Source: an optimization exercise on an open RTL-to-GDS flow (aim: small area, a short achievable clock period and few clock cycles). Production flows keep margins and buffers that such runs may drop. RTL that was checked went through simulation tests only; none was proved equivalent to the original. Only the layout flow was run in run 1; the RTL was not checked for function there. Power figures rest on the tool's default switching activity, not on a simulated workload.

--- design/flow/design.v ---
package rv32_pkg;
  parameter int DATA_WIDTH = 32;
  parameter logic [4:0] FUNCT3_ADD  = 5'd0;
  parameter logic [4:0] FUNCT3_SUB  = 5'd1;
  parameter logic [4:0] FUNCT3_SLL  = 5'd2;
  parameter logic [4:0] FUNCT3_SLT  = 5'd3;
  parameter logic [4:0] FUNCT3_SLTU = 5'd4;
  parameter logic [4:0] FUNCT3_XOR  = 5'd5;
  parameter logic [4:0] FUNCT3_SRL  = 5'd6;
  parameter logic [4:0] FUNCT3_OR   = 5'd7;
  parameter logic [4:0] FUNCT3_AND  = 5'd8;
  parameter logic [4:0] FUNCT7_SRA  = 5'd9;
endpackage
module division #(
    parameter int MW = 8
) (
    input  logic        clk_i,
    input  logic        rst_ni,
    input  logic        ctrl_i,
    input  logic [4:0]  op_i,
    input  logic [31:0] a_i,
    input  logic [31:0] b_i,
    output logic        sh_use_o,
    output logic [31:0] sh_val_o,
    output logic [4:0]  sh_amt_o,
    input  logic [31:0] sh_res_i,
    output logic        busy_o,      
    output logic        stall_o,
    output logic [31:0] res_o
);
    localparam int MK = 32 / MW;
    logic is_mul, is_div;
    assign is_mul = (op_i == 5'd13) || (op_i == 5'd14) || (op_i == 5'd15) || (op_i == 5'd16);
    assign is_div = (op_i[4:2] == 3'b110);
    assign busy_o = is_mul | is_div;
    logic [1:0]  ph;
    logic [4:0]  it;
    logic [32:0] acc;
    logic [31:0] lo;
    logic [31:0] dv;
    logic sa, sb;
    assign sa = (op_i == 5'd14) || (op_i == 5'd15);   
    assign sb = (op_i == 5'd14);                       
    logic [4:0] idx;
    assign idx = (ph == 2'd0) ? 5'd0 : (5'(MK - 1) - it);
    logic last_chunk;
    assign last_chunk = (idx == 5'(MK - 1));
    logic [MW-1:0] chunk;
    always_comb begin
        chunk = '0;
        for (int k = 0; k < MK; k++)
            if (idx == 5'(k)) chunk = b_i[k*MW +: MW];
    end
    logic signed [32:0]    a_ext;
    logic signed [MW:0]    c_ext;
    logic signed [32:0]    acc_in;
    logic signed [33+MW:0] msum;
    assign a_ext  = {sa & a_i[31], a_i};
    assign c_ext  = {last_chunk & sb & b_i[31], chunk};
    assign acc_in = (ph == 2'd0) ? 33'sd0 : $signed(acc);
    assign msum   = a_ext * c_ext + acc_in;
    logic [63:0] prod;
    assign prod = {msum[MW+31:0], lo[31:MW]};
    logic dsigned;
    assign dsigned = op_i[1];             
    logic [31:0] abs_a, abs_b;
    assign abs_a = (dsigned & a_i[31]) ? -a_i : a_i;
    assign abs_b = (dsigned & b_i[31]) ? -b_i : b_i;
    logic bz;
    assign bz = (b_i == 32'd0);
    function automatic logic [5:0] bitlen(input logic [31:0] x);
        bitlen = 6'd0;
        for (int k = 0; k < 32; k++)
            if (x[k]) bitlen = 6'(k + 1);
    endfunction
    logic [5:0] len_r, len_d;
    logic [6:0] sdiff;
    assign len_r = bitlen(acc[31:0]);
    assign len_d = bitlen(dv);
    assign sdiff = {1'b0, len_r} - {1'b0, len_d};
    logic q_zero;                  
    assign q_zero = sdiff[6] | (len_d == 6'd0);
    assign sh_use_o = (ph == 2'd1);
    assign sh_val_o = dv;
    assign sh_amt_o = sdiff[4:0];
    logic [32:0] trial;
    logic        ge;
    assign trial = {1'b0, acc[31:0]} - {1'b0, dv};
    assign ge    = ~trial[32];
    logic [31:0] r_next, q_next;
    assign r_next = ge ? trial[31:0] : acc[31:0];
    assign q_next = {lo[30:0], ge};
    logic neg;
    logic [31:0] dsel, dres;
    assign neg  = dsigned & (op_i[0] ? a_i[31] : (a_i[31] ^ b_i[31]) & ~bz);
    assign dsel = op_i[0] ? r_next : q_next;
    assign dres = neg ? -dsel : dsel;
    logic done;
    always_comb begin
        done = 1'b0;
        if (is_mul) done = (ph == 2'd2) && (it == 5'd0);
        if (is_div) done = ((ph == 2'd1) && q_zero) || ((ph == 2'd2) && (it == 5'd0));
    end
    assign stall_o = busy_o & ~done;
    always_comb begin
        res_o = dres;
        if (is_mul) res_o = (op_i == 5'd13) ? prod[31:0] : prod[63:32];
    end
    always_ff @(posedge clk_i or negedge rst_ni) begin
        if (!rst_ni) begin
            ph <= 2'd0;
            it <= 5'd0;
        end else begin
            if (ctrl_i && stall_o) begin
                ph <= (ph == 2'd0 && is_div) ? 2'd1 : 2'd2;
                if (ph == 2'd0) it <= 5'(MK - 2);
                else if (ph == 2'd1) it <= sdiff[4:0];
                else it <= it - 5'd1;
            end else begin
                ph <= 2'd0;
            end
        end
    end
    always_ff @(posedge clk_i) begin
        if (is_mul) begin
            acc <= 33'(msum >>> MW);
            lo  <= {msum[MW-1:0], lo[31:MW]};
        end else if (ph == 2'd0) begin
            acc <= {1'b0, abs_a};
            dv  <= abs_b;
            lo  <= {32{bz}};
        end else if (ph == 2'd1) begin
            dv  <= sh_res_i;
        end else begin
            acc <= {1'b0, r_next};
            dv  <= dv >> 1;
            lo  <= q_next;
        end
    end
endmodule
import rv32_pkg::*;
module execute
(
 input  logic                           clk_i,
 input  logic                           rst_ni,
 input  logic                           ctrl_i,
 input  logic  [DATA_WIDTH-1:0]         op_a_i,
 input  logic  [DATA_WIDTH-1:0]         op_b_i,
 input  logic  [4:0]                    ALU_OP,
 output logic  [DATA_WIDTH-1:0]         alu_res_o,
 output logic                           branch_taken_o,
 output logic                           stall_o
);
    logic        sub;
    logic [32:0] addsub;
    assign sub    = (ALU_OP != FUNCT3_ADD);
    assign addsub = {1'b0, op_a_i} + {1'b0, op_b_i ^ {32{sub}}} + {32'd0, sub};
    logic ltu, lts, eq;
    assign ltu = ~addsub[32];
    assign lts = (op_a_i[31] ^ op_b_i[31]) ? op_a_i[31] : addsub[31];
    assign eq  = (op_a_i == op_b_i);
    logic        sh_use;
    logic [31:0] sh_val, sh_res, md_res;
    logic [4:0]  sh_amt;
    logic        md_busy, md_stall;
    logic        sh_left, sh_arith;
    logic [31:0] sh_in, sh_rev, sh_out;
    logic [4:0]  sh_n;
    assign sh_left  = sh_use | (ALU_OP == FUNCT3_SLL);
    assign sh_arith = ~sh_use & (ALU_OP == FUNCT7_SRA) & op_a_i[31];
    assign sh_in    = sh_use ? sh_val : op_a_i;
    assign sh_n     = sh_use ? sh_amt : op_b_i[4:0];
    always_comb for (int k = 0; k < 32; k++) sh_rev[k] = sh_left ? sh_in[31-k] : sh_in[k];
    assign sh_out = 32'($signed({sh_arith, sh_rev}) >>> sh_n);
    always_comb for (int k = 0; k < 32; k++) sh_res[k] = sh_out[31-k];
    division #(.MW(8)) Unit (
        .clk_i    (clk_i),
        .rst_ni   (rst_ni),
        .ctrl_i   (ctrl_i),
        .op_i     (ALU_OP),
        .a_i      (op_a_i),
        .b_i      (op_b_i),
        .sh_use_o (sh_use),
        .sh_val_o (sh_val),
        .sh_amt_o (sh_amt),
        .sh_res_i (sh_res),
        .busy_o   (md_busy),
        .stall_o  (md_stall),
        .res_o    (md_res)
    );
    assign stall_o = md_stall;
    logic [31:0] res;
    always_comb begin
        res = 32'd0;
        case (ALU_OP)
            5'd0, 5'd1: res = addsub[31:0];
            5'd2:       res = sh_res;
            5'd3:       res = {31'd0, lts};
            5'd4:       res = {31'd0, ltu};
            5'd5, 5'd17: res = op_a_i ^ op_b_i;
            5'd6, 5'd9: res = sh_out;
            5'd7:       res = op_a_i | op_b_i;
            5'd8:       res = op_a_i & op_b_i;
            5'd13, 5'd14, 5'd15, 5'd16,
            5'd24, 5'd25, 5'd26, 5'd27: res = md_res;
            default:    res = 32'd0;
        endcase
    end
    always_comb begin
        case (ALU_OP)
            5'd18:   branch_taken_o = eq;
            5'd19:   branch_taken_o = ~eq;
            5'd20:   branch_taken_o = lts;
            5'd21:   branch_taken_o = ~lts;
            5'd22:   branch_taken_o = ltu;
            5'd23:   branch_taken_o = ~ltu;
            default: branch_taken_o = 1'b0;
        endcase
    end
    always_ff @(posedge clk_i or negedge rst_ni) begin
        if (!rst_ni)
            alu_res_o <= 32'd0;
        else if (ctrl_i && !stall_o)
            alu_res_o <= res;
    end
endmodule
--- design/flow/config.mk ---
export PLATFORM = sky130hd
export DESIGN_NAME = execute
export DESIGN_NICKNAME = execute
export VERILOG_FILES = /design/flow/design.v
export SDC_FILE = /design/flow/constraint.sdc
export NUM_CORES = 4
export LEC_CHECK = 0
export CAP_MARGIN = 20
export CORE_MARGIN = 2
export CORE_UTILIZATION = 40
export PLACE_DENSITY = 0.6
export SETUP_SLACK_MARGIN = 0.4
export SLEW_MARGIN = 20
--- design/flow/constraint.sdc ---
create_clock -name core_clock -period 12.0 [get_ports {clk_i}]
set_input_delay 2.4000 -clock core_clock [delete_from_list [all_inputs] [get_ports {clk_i}]]
set_output_delay 2.4000 -clock core_clock [all_outputs]
set_load 0.01 [all_outputs]
--- design/flow/run.sh ---
#!/bin/bash
# synth_recipe.tcl (not shown) runs the flow's synth.tcl, then flattens the netlist and writes it again
# the make line also repeats each setting of config.mk as NAME=value (left out here)
make -C /OpenROAD-flow-scripts/flow DESIGN_CONFIG=/design/flow/config.mk WORK_HOME=/design/flow/orfs CLKGATE_MAP_FILE= SYNTH_SCRIPT=/design/flow/synth_recipe.tcl finish
==> results of run 1 <==
## stage by stage
step	cells	instance area, um^2	utilization
5_1_grt	5066	33800	0.445
3_3_place_gp	5033	33200	0.437
4_1_cts	5065	33800	0.444
2_1_floorplan	4025	30800	-
6_report	5071	33800	0.445
3_5_place_dp	5033	33200	0.437
## cell families (layout without fill, tap and decap cells)
| group | Yosys count | count (layout) | synth area share |
|---|---|---|---|
| and+or+nand+nor | 1298 | 1298 | 0.193 |
| AOI/OAI and AO/OA | 1090 | 1090 | 0.231 |
| buffers and inverters | 698 | 708 | 0.0873 |
| adders and majority gates | 504 | 504 | 0.271 |
| xor gates and xnor gates | 199 | 199 | 0.0566 |
| DFF | 136 | 136 | 0.126 |
| muxes | 100 | 100 | 0.0346 |
| other | 0 | 6 | 0 |
## power by group through the flow
| stage | Clock, mW | Combinational, mW | Sequential, mW |
|---|---|---|---|
| after floorplan | 0 | 4.89 | 0.778 |
| after global placement | 0 | 8.09 | 0.908 |
| after detailed placement | 0 | 8.07 | 0.908 |
| after CTS | 0.551 | 8.13 | 0.898 |
| after global routing | 0.571 | 8.91 | 0.914 |
| final | 0.558 | 8.37 | 0.913 |
## layout make-up
| type | count | share of cell area |
|---|---|---|
| diodes | 6 | 0.000444 |
| repair buffers | 229 | 0.0584 |
| well taps | 1030 | 0.0381 |
| inverters | 447 | 0.0496 |
| flip-flops and latches | 136 | 0.115 |
| multi-input cells | 3191 | 0.721 |
| clock buffers | 17 | 0.0126 |
| clock inverters | 15 | 0.00455 |
## worst paths after layout
check	startpoint	to	slack, ns	depth (start not counted)
setup / recovery	ALU_OP[2]	branch_taken_o	0.92	20
hold / removal	alu_res_o[11]$_DFFE_PN0P_	alu_res_o[11]$_DFFE_PN0P_	0.50	1
setup reg to reg	Unit.it[2]$_DFFE_PN0P_	alu_res_o[29]$_DFFE_PN0P_	2.23	31
hold reg to reg	alu_res_o[11]$_DFFE_PN0P_	alu_res_o[11]$_DFFE_PN0P_	0.50	1
max in group asynchronous	rst_ni	Unit.ph[1]$_DFF_PN0_	9.40	2
min in group asynchronous	rst_ni	alu_res_o[16]$_DFFE_PN0P_	2.03	2
## per-layer routing
metal	vias up	part of all wire	global-route usage
li1	14000	-	-
met1	16200	0.39	0.543
met2	2130	0.42	0.624
met3	481	0.10	0.101
met4	16	0.077	0.260
met5	-	0.00060	0
## registers in the layout, indices dropped and copies added, names as in the netlist
name,flops
Unit.lo,32
alu_res_o,32
Unit.acc,33
Unit.dv,32
Unit.ph,2
Unit.it,5
## cell usage after synthesis (52+ instances only)
cell      number
nand2_1      527
inv_1        445
nor2_1       301
a21oi_1      298
fa_1         274
o21ai_0      262
ha_1         230
clkbuf_1     194
xnor2_1      155
and2_1       117
edfxtp_1      97
nor3_1        86
mux2i_1       85
nand3_1       63
a21o_1        58
a31oi_1       53
a211oi_1      52
## worst register-to-register path, delay by kind of cell, from the launching register on
kind | cells | cell delay (ns)
xor gates and xnor gates | 1 | 0.20
DFF | 1 | 0.42
buffers and inverters | 6 | 1.09
AOI/OAI and AO/OA | 11 | 2.93
adders and majority gates | 7 | 2.88
and+or+nand+nor | 6 | 2.19
==> metrics.yaml, run 1 <==
cts_made_buffers: 17
pin_count: 106
cp-start-kind: "primary input"
track_usage: 0.418
synth_top_cell_by_area: "fa_1"
multi_input_area_um2: 24400
synthCells: 4025
synth_flop_cell: "edfxtp_1"
clock_latency_ns: 0.48
layout_commonest_cell: "nand2_1"
worst-path-buf-inv: 3
synth_top_area_frac: 0.178
post-route-period-util: 0.923
timing_worst_setup_path_type: "in -> out"
cts_setup_buffers: 0
powerDensity_nw_per_um2: 291
switching_power_mw: 6.16
worst_setup_path_end_kind: "primary output"
ir_worst_vdd_mv: 0.296
crit_chain: "clkdlybuf4s50_1, nor2_1, nand2_1, buf_4, xnor2_1, ha_1, nor2b_1, o2111ai_1, and3_1, o21ai_0, a221o_1, a41o_1, a211oi_1, nor2b_1, o21ai_0, a32oi_1, xnor2_1, o22ai_1, and3_1, clkdlybuf4s50_1"
run_status: "no timing/DRC/antenna violations"
max_freq_ghz: 0.0903
grt_overflow: 0
nets: 4598
setup_viol: 0
clk_pin_slew_ns: 0.07
power.leakage_nw: 14.9
final.setup.tns_ns: 0
port_buffers: 105
drc_errors: 0
die_y_um: 282
synth.distinct_cells: 107
ff_latch_area_um2: 3890
h-tree-depth: 4
p_total_mw: 9.84
worst_hold_path_type: "reg -> reg"
rsz0062_at_grt: "false"
pre_cts_slack_ns: 0.811
fin_ws_ns: 0.924
ant_nets: 0
place.gp.congestion: 1.09
netlist_area_um2: 30800
cp_max_fo: 32
maxCapViolations: 0
drive_gt1_frac: 0.0634
die_area_um2: 79300
cts_hold_buf: 0
via_per_inst: 6.47
antenna_found_initial: 14
synth_seq_cells: 136
dp_hpwl_um: 135000
cts_tree: "built"
drtIter0Drc: 4116
sw_frac_of_total: 0.627
cts_resized: 0
wirelength_um: 167000
fin_worst_skew_ns: 0.0120
p_seq_frac: 0.093
clock-root-buffer: "clkbuf_16"
critPathTopFamily: "compound AO/OA/AOI/OAI gates"
max_stage_delay_ns: 0.86
yosysWarnings: 2
timing.critical_path.arrival_ns: 8.68
synth_nets: 4601
seq_area_frac_synth: 0.126
avgRoutedWirePerCell_um: 33.0
internal_power_mw: 3.67
grt_pass1_vias: 30600
clock_path_buffers: 2
worstMarginPinSlew_ns: 1.22
final_cell_mix: "nand2_1, inv_1, nor2_1, a21oi_1, fa_1"
required_ns: 9.60
synth_edf_count: 97
start_util: 0.405
postSynthAreaPerCell_um2: 7.65
period_minus_slack_ns: 11.08
row_count: 101
synthTopCellsByArea: "fa_1, edfxtp_1, ha_1"
slowest_stage: "clkdlybuf4s50_1"
drv_slew: 0
clockPowerShare: 0.057
ys_async_sr_fraction: 0.287
hold_viol: 0
vias: 32800
n_fill_cell: 7895
relSlewSlack: 0.181
grt_pass1_wl_um: 233000
pwr-share-comb: 0.851
grt_start_max_net_pins: 89
cts_sinks: 136
fp.dieW_um: 282
syn2layout_area_growth_pct: 9.81
holdWs_ns: 0.496
first_pass_iters: 7
core-area_um2: 76100
==> inputs of run 2 (changes only) <==
--- a/design/flow/design.v
+++ b/design/flow/design.v
@@ -51,21 +51,64 @@
         for (int k = 0; k < MK; k++)
             if (idx == 5'(k)) chunk = b_i[k*MW +: MW];
     end
-    logic signed [32:0]    a_ext;
-    logic signed [MW:0]    c_ext;
-    logic signed [32:0]    acc_in;
-    logic signed [33+MW:0] msum;
-    assign a_ext  = {sa & a_i[31], a_i};
-    assign c_ext  = {last_chunk & sb & b_i[31], chunk};
-    assign acc_in = (ph == 2'd0) ? 33'sd0 : $signed(acc);
-    assign msum   = a_ext * c_ext + acc_in;
+    logic [32:0] A;                        
+    assign A = {sa & a_i[31], a_i};
+    logic [MW:0] bw;                       
+    always_comb begin
+        bw = '0;
+        for (int k = 0; k < MK; k++)
+            if (idx == 5'(k)) bw = (k == 0) ? {b_i[MW-1:0], 1'b0} : b_i[k*MW-1 +: MW+1];
+    end
+    localparam int NW = 34 + MW;           
+    logic [NW-1:0] rows [MW/2];
+    logic [NW-1:0] negs;
+    always_comb begin
+        negs = '0;
+        for (int j = 0; j < MW/2; j++) begin
+            logic b1, b0, bm, one, two, ng;
+            logic [33:0] pp;
+            logic [33:0] A2;
+            bm = bw[2*j]; b0 = bw[2*j+1]; b1 = bw[2*j+2];
+            one = b0 ^ bm;
+            two = (b1 & ~b0 & ~bm) | (~b1 & b0 & bm);
+            ng  = b1;
+            A2  = {A[32], A};
+            for (int k = 0; k < 34; k++)
+                pp[k] = ((one & A2[k]) | (two & ((k == 0) ? 1'b0 : A2[k-1]))) ^ ng;
+            rows[j] = NW'({~pp[33], pp[32:0]}) << (2*j);
+            negs[2*j] = ng;
+        end
+    end
+    logic t;                               
+    assign t = last_chunk & ~sb & b_i[31];
+    logic [32:0] Ac;
+    assign Ac = A & {33{t}};
+    function automatic logic [NW-1:0] kconst(input int dummy);
+        kconst = '0;
+        for (int j = 0; j < MW/2; j++) kconst = kconst - (NW'(1) << (33 + 2*j));
+        kconst = kconst - (NW'(1) << 32);
+        kconst = kconst - (NW'(1) << (32 + MW));
+    endfunction
+    localparam logic [NW-1:0] KC = kconst(0);
+    logic [32:0] acc_in;
+    assign acc_in = (ph == 2'd0) ? 33'd0 : acc;
+    logic [NW-1:0] msum;
+    always_comb begin
+        msum = KC + NW'({~acc_in[32], acc_in[31:0]}) + negs
+             + (NW'({~Ac[32], Ac[31:0]}) << MW);
+        for (int j = 0; j < MW/2; j++) msum = msum + rows[j];
+    end
     logic [63:0] prod;
     assign prod = {msum[MW+31:0], lo[31:MW]};
     logic dsigned;
     assign dsigned = op_i[1];             
+    function automatic logic [31:0] cneg(input logic [31:0] x, input logic n);
+        for (int k = 0; k < 32; k++)
+            cneg[k] = x[k] ^ (n & ((k == 0) ? 1'b0 : |(x & ((32'd1 << k) - 32'd1))));
+    endfunction
     logic [31:0] abs_a, abs_b;
-    assign abs_a = (dsigned & a_i[31]) ? -a_i : a_i;
-    assign abs_b = (dsigned & b_i[31]) ? -b_i : b_i;
+    assign abs_a = cneg(a_i, dsigned & a_i[31]);
+    assign abs_b = cneg(b_i, dsigned & b_i[31]);
     logic bz;
     assign bz = (b_i == 32'd0);
     function automatic logic [5:0] bitlen(input logic [31:0] x);
@@ -87,14 +130,18 @@
     logic        ge;
     assign trial = {1'b0, acc[31:0]} - {1'b0, dv};
     assign ge    = ~trial[32];
-    logic [31:0] r_next, q_next;
+    logic [31:0] r_next, q_next, r_upd, q_upd;
+    logic        ge_upd;
     assign r_next = ge ? trial[31:0] : acc[31:0];
     assign q_next = {lo[30:0], ge};
+    assign ge_upd = ge & ph[1];
+    assign r_upd  = ge_upd ? trial[31:0] : acc[31:0];
+    assign q_upd  = {lo[30:0], ge_upd};
     logic neg;
     logic [31:0] dsel, dres;
     assign neg  = dsigned & (op_i[0] ? a_i[31] : (a_i[31] ^ b_i[31]) & ~bz);
     assign dsel = op_i[0] ? r_next : q_next;
-    assign dres = neg ? -dsel : dsel;
+    assign dres = cneg(dsel, neg);
     logic done;
     always_comb begin
         done = 1'b0;
@@ -123,19 +170,18 @@
     end
     always_ff @(posedge clk_i) begin
         if (is_mul) begin
-            acc <= 33'(msum >>> MW);
+            acc <= msum[MW+32:MW];
             lo  <= {msum[MW-1:0], lo[31:MW]};
         end else if (ph == 2'd0) begin
             acc <= {1'b0, abs_a};
-            dv  <= abs_b;
             lo  <= {32{bz}};
-        end else if (ph == 2'd1) begin
-            dv  <= sh_res_i;
         end else begin
-            acc <= {1'b0, r_next};
-            dv  <= dv >> 1;
-            lo  <= q_next;
+            acc <= {1'b0, r_upd};
+            lo  <= q_upd;
         end
+        if (ph == 2'd0) dv <= abs_b;
+        else if (ph == 2'd1) dv <= sh_res_i;
+        else dv <= dv >> 1;
     end
 endmodule
 import rv32_pkg::*;
@@ -152,13 +198,15 @@
  output logic                           stall_o
 );
     logic        sub;
-    logic [32:0] addsub;
-    assign sub    = (ALU_OP != FUNCT3_ADD);
-    assign addsub = {1'b0, op_a_i} + {1'b0, op_b_i ^ {32{sub}}} + {32'd0, sub};
-    logic ltu, lts, eq;
-    assign ltu = ~addsub[32];
-    assign lts = (op_a_i[31] ^ op_b_i[31]) ? op_a_i[31] : addsub[31];
-    assign eq  = (op_a_i == op_b_i);
+    logic [31:0] addsub;
+    assign sub    = (ALU_OP == FUNCT3_SUB);
+    assign addsub = op_a_i + (op_b_i ^ {32{sub}}) + {31'd0, sub};
+    logic [32:0] diff;
+    logic        ltu, lts, eq;
+    assign diff = {1'b0, op_a_i} - {1'b0, op_b_i};
+    assign ltu  = diff[32];
+    assign lts  = (op_a_i[31] ^ op_b_i[31]) ? op_a_i[31] : diff[31];
+    assign eq   = (op_a_i == op_b_i);
     logic        sh_use;
     logic [31:0] sh_val, sh_res, md_res;
     logic [4:0]  sh_amt;
@@ -193,7 +241,7 @@
     always_comb begin
         res = 32'd0;
         case (ALU_OP)
-            5'd0, 5'd1: res = addsub[31:0];
+            5'd0, 5'd1: res = addsub;
             5'd2:       res = sh_res;
             5'd3:       res = {31'd0, lts};
             5'd4:       res = {31'd0, ltu};
--- a/design/flow/config.mk
+++ b/design/flow/config.mk
@@ -7,7 +7,8 @@
 export LEC_CHECK = 0
 export CAP_MARGIN = 20
 export CORE_MARGIN = 2
-export CORE_UTILIZATION = 40
-export PLACE_DENSITY = 0.6
-export SETUP_SLACK_MARGIN = 0.4
+export CORE_UTILIZATION = 35
+export PLACE_DENSITY = 0.5
+export SETUP_SLACK_MARGIN = 4
 export SLEW_MARGIN = 20
+export TNS_END_PERCENT = 10
==> metrics.yaml, run 2 <==
run_status: "no timing/DRC/antenna violations"
grt_pass1_vias: 32800
postSynthAreaPerCell_um2: 7.03
required_ns: 12.31
sw_frac_of_total: 0.587
track_usage: 0.428
worst_setup_path_end_kind: "flop"
grt_start_max_net_pins: 89
synth_nets: 4479
worstHoldStart: "Unit.lo[1]$_DFF_P_"
die_y_um: 289
cts_sinks: 136
drtIter0Drc: 5080
powerDensity_nw_per_um2: 280
h-tree-depth: 4
pwr-share-comb: 0.847
grt_overflow: 0
grt_pass1_wl_um: 253000
start_util: 0.354
r2r_start: "Unit.it[2]$_DFFE_PN0P_"
first_pass_iters: 6
yosysMostFrequentCell: "nand2_1"
synth_seq_cells: 136
ff_latch_area_um2: 3240
clock_path_buffers: 2
switching_power_mw: 5.74
row_count: 104
via_per_inst: 6.77
setup_viol: 0
syn2layout_area_growth_pct: 22.5
fin_worst_skew_ns: 0.0143
maxCapViolations: 0
synth_top_cell_by_area: "ha_1"
final_cell_count_no_fill: 5206
fp.dieW_um: 289
final.setup.tns_ns: 0
rsz0062_at_grt: "true"
utilization: 0.433
ys_async_sr_fraction: 0.287
crit_start: "op_b_i[0]"
ir_worst_vdd_mv: 0.209
period_minus_slack_ns: 8.48
port_buffers: 105
cts_tree: "built"
dp_cells: 5010
drc_errors: 0
seq_area_frac_synth: 0.114
clockPowerShare: 0.060
power.leakage_nw: 13.9
p_seq_frac: 0.093
relSlewSlack: 0.117
timing_worst_setup_path_type: "in -> reg"
timing.critical_path.arrival_ns: 8.80
top_register: "Unit.acc"
largest_register_ffs: 33
final_cell_mix: "nand2_1, nor2_1, a21oi_1, o21ai_0, inv_1"
post-route-period-util: 0.707
clock_latency_ns: 0.48
yosysWarnings: 3
multi_input_area_um2: 25000
clk_pin_slew_ns: 0.07
dp_hpwl_um: 131000
max_freq_ghz: 0.118
synth_flop_cell: "dfxtp_1"
wirelength_um: 184000
internal_power_mw: 4.04
synthTopCellsByArea: "ha_1, fa_1, o21ai_0"
pin_count: 106
hold_viol: 0
avgRoutedWirePerCell_um: 35.3
drv_slew: 0
place.gp.congestion: 1.05
synth_edf_count: 32
synthCells: 4054
cts_made_buffers: 17
worst_hold_path_type: "reg -> reg"
ant_nets: 0
die_area_um2: 83700
vias: 35200
layout_commonest_cell: "nand2_1"
clock-root-buffer: "clkbuf_16"
cp_max_fo: 14
synth.distinct_cells: 99
worstMarginPinSlew_ns: 1.31
antenna_found_initial: 14
drive_gt1_frac: 0.166
synth_top_area_frac: 0.0979
cp-start-kind: "primary input"
core-area_um2: 80500
nets: 4556
n_fill_cell: 8254
synthTopCellsByCount: "nand2_1, o21ai_0, a21oi_1"
netlist_area_um2: 28500
-- run 2: cell types whose count changed in the layout (fill, tap and decap cells not counted), sizes merged, moves of 81 or more --
cell / change
inv: -196
fa: -144
o21ai: +136
buf: +129
nand2: -117
a22oi: +101
a21oi: +81
-- run 2: metal layers --
layer	GRT usage	share of wire
met2	0.605	0.40
met5	0	0.00060
met1	0.546	0.38
met3	0.143	0.14
met4	0.295	0.088
-- run 2: final cells by class --
class                   count  share of cell area
diodes                      2            0.000143
inverters                 283              0.0338
clock inverters            12             0.00394
well taps                1060              0.0380
clock buffers              20              0.0134
repair buffers            359               0.102
flip-flops and latches    136              0.0928
multi-input cells        3334               0.716
-- run 2: logic make-up (layout without fill, tap and decap cells) --
kind of cell	count (synthesis)	in the layout	synth area share
mux	60	60	0.0216
flops	136	136	0.114
xor+xnor	205	205	0.0630
compound gates	1536	1538	0.345
fa+ha+maj	354	354	0.190
buf+inv	606	674	0.0805
other cells	0	2	0
simple gates	1157	1177	0.187
-- run 2: what timing repair did --
item,CTS,global route
hold buffers,0,0
pin swaps,91,123
resized for setup,376,214
cloned,30,3
setup buffers,99,30
endpoints found under the setup margin,67,53
-- run 2: final timing paths --
check | end | slack (ns) | cells after the start
worst min-delay path | Unit.lo[2]$_DFF_P_ | 0.47 | 2
worst min register to register | Unit.lo[2]$_DFF_P_ | 0.47 | 2
max in group asynchronous | Unit.ph[0]$_DFF_PN0_ | 9.53 | 2
min in group asynchronous | Unit.it[1]$_DFFE_PN0P_ | 2.01 | 2
worst max-delay path | alu_res_o[17]$_DFFE_PN0P_ | 3.52 | 24
worst max register to register | alu_res_o[12]$_DFFE_PN0P_ | 3.69 | 26
-- run 2: metrics by stage --
stage          cell area, um^2  setup slack, ns  total power, mW  hold WS [ns]
6_report                 34900             3.52             9.78         0.469
5_1_grt                  34900             3.44             10.1         0.499
4_1_cts                  33900             3.58             8.59         0.469
3_5_place_dp             30800             1.39             7.23         0.460
3_3_place_gp             30700             1.32             7.25         0.458
2_1_floorplan            28700             3.81             4.65         0.446
-- run 2: power by group through the flow --
stage	sequential (mW)	clock [mW]	combinational [mW]
2_1_floorplan	0.742	0	3.91
3_3_place_gp	0.896	0	6.36
3_5_place_dp	0.896	0	6.34
4_1_cts	0.886	0.585	7.12
5_1_grt	0.903	0.600	8.58
6_report	0.914	0.585	8.28
-- run 2: worst max-delay path, cell delays in order --
cell and delay (ns):
buf_6 0.09, buf_6 0.11, a222oi_1 0.51, a21oi_2 0.18, buf_4 0.18, or2_4 0.25, and3_4 0.22, buf_4 0.15
buf_8 0.16, a221oi_4 0.24, fa_2 0.52, fa_2 0.57, inv_1 0.06, fa_2 0.54, ha_4 0.21, and4_4 0.18
a221oi_4 0.22, nand2_2 0.15, a221o_1 0.36, a21o_1 0.21, xnor2_1 0.42, o21ai_0 0.28, o211ai_1 0.36, o21ai_0 0.19
Testbench counts of run 2, summed over its fixed seeds: cycles 23,623.

==> afterwards: timing with drivers on the ports <==
In the flow no input, the clock included, has a driving cell. The finished layouts below were timed again as built, in two steps. Step 1, drivers: a clkbuf_16 drives clk_i and a buf_2 each remaining input, both assumed. Step 2 also shifts input and output timing later by t, the mid clock arrival at the registers, as if the neighbouring blocks saw the same clock. Three values: ideal, step 1, step 2; two values: the first two.
run	t, ns	setup slack, ns	worst data-port slew with drivers (ns)	cell pins on the clock port's net
run 1	0.534	0.924 / 0.869 / 0.672	0.14	1
run 2	0.532	3.517 / 3.533 / 3.009	0.09	1
After both steps setup and hold are still met in every run listed. The setup slack of run 2, which loses most, moves by +0.016 ns with the drivers and by -0.508 ns with both steps.
